What follows belongs to an exercise in optimizing a design on an open flow for small area; a production flow would make more cautious choices.
Where RTL was checked, it was by simulation tests only, not by an equivalence proof against the original.
No activity file was given, so power comes from the tool's default toggle rates.

==> flow/design.v <==
module cpu(out, in, clk, reset);
input  [7:0] in;
input        clk, reset;
output [7:0] out;
reg [7:0] out;
reg [7:0] reg_a, reg_b, reg_c;
reg [7:0] m0, m1, m2, m3, m4, m5, m6, m7;
reg [7:0] m8, m9, m10, m11, m12, m13, m14, m15;
reg [3:0] op;       
reg [3:0] n;        
reg       skip;     
reg       ldc;      
reg       outm;     
wire exec = ~skip & ~ldc & ~outm;
wire op_in  = exec & ((op == 4'h6) | (op == 4'h7) | (op == 4'h8));
wire op_a   = exec & ((op == 4'h6) | (op == 4'hd));
wire op_b   = exec & ((op == 4'h7) | (op == 4'he));
wire op_w   = exec & ((op == 4'h8) | (op == 4'h9));
wire op_alu = exec & ~op[3] & ~(op[2] & op[1]);
wire op_ld  = exec & (op == 4'ha);
wire op_om  = exec & (op == 4'hc);
wire op_oc  = exec & (op == 4'hb);
wire [7:0] bus = (op[3] & (op[0] | op[1])) ? reg_c : in;
reg  [7:0] x, y;
reg        cin;
always @* begin
	x = reg_a; y = reg_b; cin = 1'b0;
	case (op[2:0])
	3'b000: begin y = reg_b;  cin = 1'b0; end
	3'b001: begin y = ~reg_b; cin = 1'b1; end
	3'b010: begin y = 8'h00;  cin = 1'b1; end
	3'b011: begin y = 8'hff;  cin = 1'b0; end
	3'b100: begin y = reg_b;  cin = 1'b1; end
	default: begin x = ~reg_a; y = 8'h00; cin = 1'b1; end
	endcase
end
wire [8:0] cy;
assign cy[0] = cin;
genvar i;
generate for (i = 0; i < 8; i = i + 1) begin : add
	assign cy[i+1] = (x[i] & y[i]) | (x[i] & cy[i]) | (y[i] & cy[i]);
end endgenerate
wire [7:0] alu = x ^ y ^ cy[7:0];
wire [15:0] dec = 16'h0001 << n;
wire [7:0] rdq = ({8{dec[0]}}  & m0)  | ({8{dec[1]}}  & m1)  | ({8{dec[2]}}  & m2)  | ({8{dec[3]}}  & m3)
              | ({8{dec[4]}}  & m4)  | ({8{dec[5]}}  & m5)  | ({8{dec[6]}}  & m6)  | ({8{dec[7]}}  & m7)
              | ({8{dec[8]}}  & m8)  | ({8{dec[9]}}  & m9)  | ({8{dec[10]}} & m10) | ({8{dec[11]}} & m11)
              | ({8{dec[12]}} & m12) | ({8{dec[13]}} & m13) | ({8{dec[14]}} & m14) | ({8{dec[15]}} & m15);
wire [7:0] rd = rdq ^ {8{ph}};
reg ph;
reg wr_q, wrn_q;    
wire [15:0] we  = {16{wr_q & ~reset}} & dec;
wire [15:0] wen = {16{wrn_q | reset}} | ~dec;
wire [7:0]  wd  = bus ^ {8{ph}};
always @(posedge clk) begin
	ph <= ~ph;
	m0  <= ~(({8{we[0]}}  | m0)  & ({8{wen[0]}}  | wd));
	m1  <= ~(({8{we[1]}}  | m1)  & ({8{wen[1]}}  | wd));
	m2  <= ~(({8{we[2]}}  | m2)  & ({8{wen[2]}}  | wd));
	m3  <= ~(({8{we[3]}}  | m3)  & ({8{wen[3]}}  | wd));
	m4  <= ~(({8{we[4]}}  | m4)  & ({8{wen[4]}}  | wd));
	m5  <= ~(({8{we[5]}}  | m5)  & ({8{wen[5]}}  | wd));
	m6  <= ~(({8{we[6]}}  | m6)  & ({8{wen[6]}}  | wd));
	m7  <= ~(({8{we[7]}}  | m7)  & ({8{wen[7]}}  | wd));
	m8  <= ~(({8{we[8]}}  | m8)  & ({8{wen[8]}}  | wd));
	m9  <= ~(({8{we[9]}}  | m9)  & ({8{wen[9]}}  | wd));
	m10 <= ~(({8{we[10]}} | m10) & ({8{wen[10]}} | wd));
	m11 <= ~(({8{we[11]}} | m11) & ({8{wen[11]}} | wd));
	m12 <= ~(({8{we[12]}} | m12) & ({8{wen[12]}} | wd));
	m13 <= ~(({8{we[13]}} | m13) & ({8{wen[13]}} | wd));
	m14 <= ~(({8{we[14]}} | m14) & ({8{wen[14]}} | wd));
	m15 <= ~(({8{we[15]}} | m15) & ({8{wen[15]}} | wd));
end
wire wr_next = ~(reset | op_in | op_ld | op_om) & in[7] & ~in[6] & ~in[5];
always @(posedge clk) begin
	wr_q  <= wr_next;
	wrn_q <= ~wr_next;
end
always @(posedge clk) begin
	if (reset) begin
		reg_a <= 8'h00;
		reg_b <= 8'h00;
		reg_c <= 8'h00;
		out   <= 8'h00;
		skip  <= 1'b1;
		ldc   <= 1'b0;
		outm  <= 1'b0;
	end else begin
		if (op_a) reg_a <= bus;
		if (op_b) reg_b <= bus;
		if (op_alu) reg_c <= alu;
		else if (ldc) reg_c <= rd;
		if (op_w) out <= 8'h00;
		else if (op_oc) out <= reg_c;
		else if (outm) out <= rd;
		skip <= op_in;
		ldc  <= op_ld;
		outm <= op_om;
	end
end
always @(posedge clk) begin
	op <= in[7:4];
	if (~(op_ld | op_om))
		n <= in[3:0];
end
endmodule
clock: 5.0 ns
lec_check: 0
cap_margin: 20
core_margin: 2
core_utilization: 40
slew_margin: 20
standard.sh (not shown) runs the stock make flow with config.mk's settings and CLKGATE_MAP_FILE= SYNTH_SCRIPT=/design/flow/synth_recipe.tcl, a recipe that flattens the netlist after the stock synthesis.
==> flow/flow/run.sh <==
#!/bin/bash
# Own layout flow: the standard flow (standard.sh) with
#  - the standard synthesis script, except that ABC maps the logic with an
#    area-oriented script (flow/area.abc); ABC does not touch the registers,
#  - single-size buffers on the ports,
#  - a clock tree of mid-size buffers without dummy loads.
# All tool output goes to standard.log here and ORFS's logs under orfs/logs.
set -euo pipefail
here=$(pwd)
{
  echo 'proc abc {args} {'
  echo '  set i [lsearch -exact $args -script]'
  echo "  if { \$i >= 0 } { lset args [expr {\$i + 1}] $here/flow/area.abc }"
  echo '  yosys abc {*}$args'
  echo '}'
  cat synth_recipe.tcl
} > own_synth.tcl
CTS="-sink_clustering_enable -repair_clock_nets -dont_use_dummy_load -buf_list sky130_fd_sc_hd__clkbuf_8"
bash standard.sh "SYNTH_SCRIPT=$here/own_synth.tcl" \
  "BUFFER_PORTS_ARGS=-buffer_cell sky130_fd_sc_hd__buf_1" \
  "CTS_ARGS=$CTS" finish > standard.log 2>&1
==> flow/flow/area.abc <==
strash
ifraig
scorr
dc2
strash
dch -f
amap
topo
Edit:
--- a/flow/design.v
+++ b/flow/design.v
@@ -12,9 +12,11 @@
 reg       ldc;      
 reg       outm;     
+reg       wr_q;     
+reg       wrn_q;    
+reg       ph;       
 wire exec = ~skip & ~ldc & ~outm;
 wire op_in  = exec & ((op == 4'h6) | (op == 4'h7) | (op == 4'h8));
 wire op_a   = exec & ((op == 4'h6) | (op == 4'hd));
 wire op_b   = exec & ((op == 4'h7) | (op == 4'he));
-wire op_w   = exec & ((op == 4'h8) | (op == 4'h9));
 wire op_alu = exec & ~op[3] & ~(op[2] & op[1]);
 wire op_ld  = exec & (op == 4'ha);
@@ -48,6 +50,4 @@
               | ({8{dec[12]}} & m12) | ({8{dec[13]}} & m13) | ({8{dec[14]}} & m14) | ({8{dec[15]}} & m15);
 wire [7:0] rd = rdq ^ {8{ph}};
-reg ph;
-reg wr_q, wrn_q;    
 wire [15:0] we  = {16{wr_q & ~reset}} & dec;
 wire [15:0] wen = {16{wrn_q | reset}} | ~dec;
@@ -91,5 +91,5 @@
 		if (op_alu) reg_c <= alu;
 		else if (ldc) reg_c <= rd;
-		if (op_w) out <= 8'h00;
+		if (wr_q) out <= 8'h00;
 		else if (op_oc) out <= reg_c;
 		else if (outm) out <= rd;
After rerunning:
- The changed run produced a clean layout
- final area barely changes
- routed wire length came out lower by 2.9%
- utilization barely changes
- sequential share of layout area barely changes
- final cell count came out higher by 0.43%
- die area is about the same
- first-iteration DRC count came out lower by 4.5%
- non-clock buffer count is unchanged
- power barely changes
- count of clock-buffer cells in the layout is unchanged
- synthesized cell count came out higher by 0.60%
- setup slack degrades by 0.053 ns
Function not checked in the second run of this note: the RTL went through the layout flow alone.

-- afterwards: timing with drivers on the ports --
Ports are ideal in the flow. The routed layouts listed here were re-timed in OpenROAD.
Step 1, drivers: a clkbuf_16 drives clk and a buf_2 each remaining input, both assumed.
Step 2, shift: input delay + t, output delay - t, t = (earliest + latest rising clock arrival at the registers) / 2. This alone moves slack from input paths to output paths.
a / b / c = ideal / step 1 / step 2; a / b = the first two.
run | shift t [ns] | slack for setup (ns) | clock arrival spread, ns
the first run | 0.500 | 0.354 / 0.354 / 0.354 | 0.030 / 0.030
the second run | 0.485 | 0.301 / 0.301 / 0.301 | 0.028 / 0.028
After both steps every run listed still meets setup and hold.
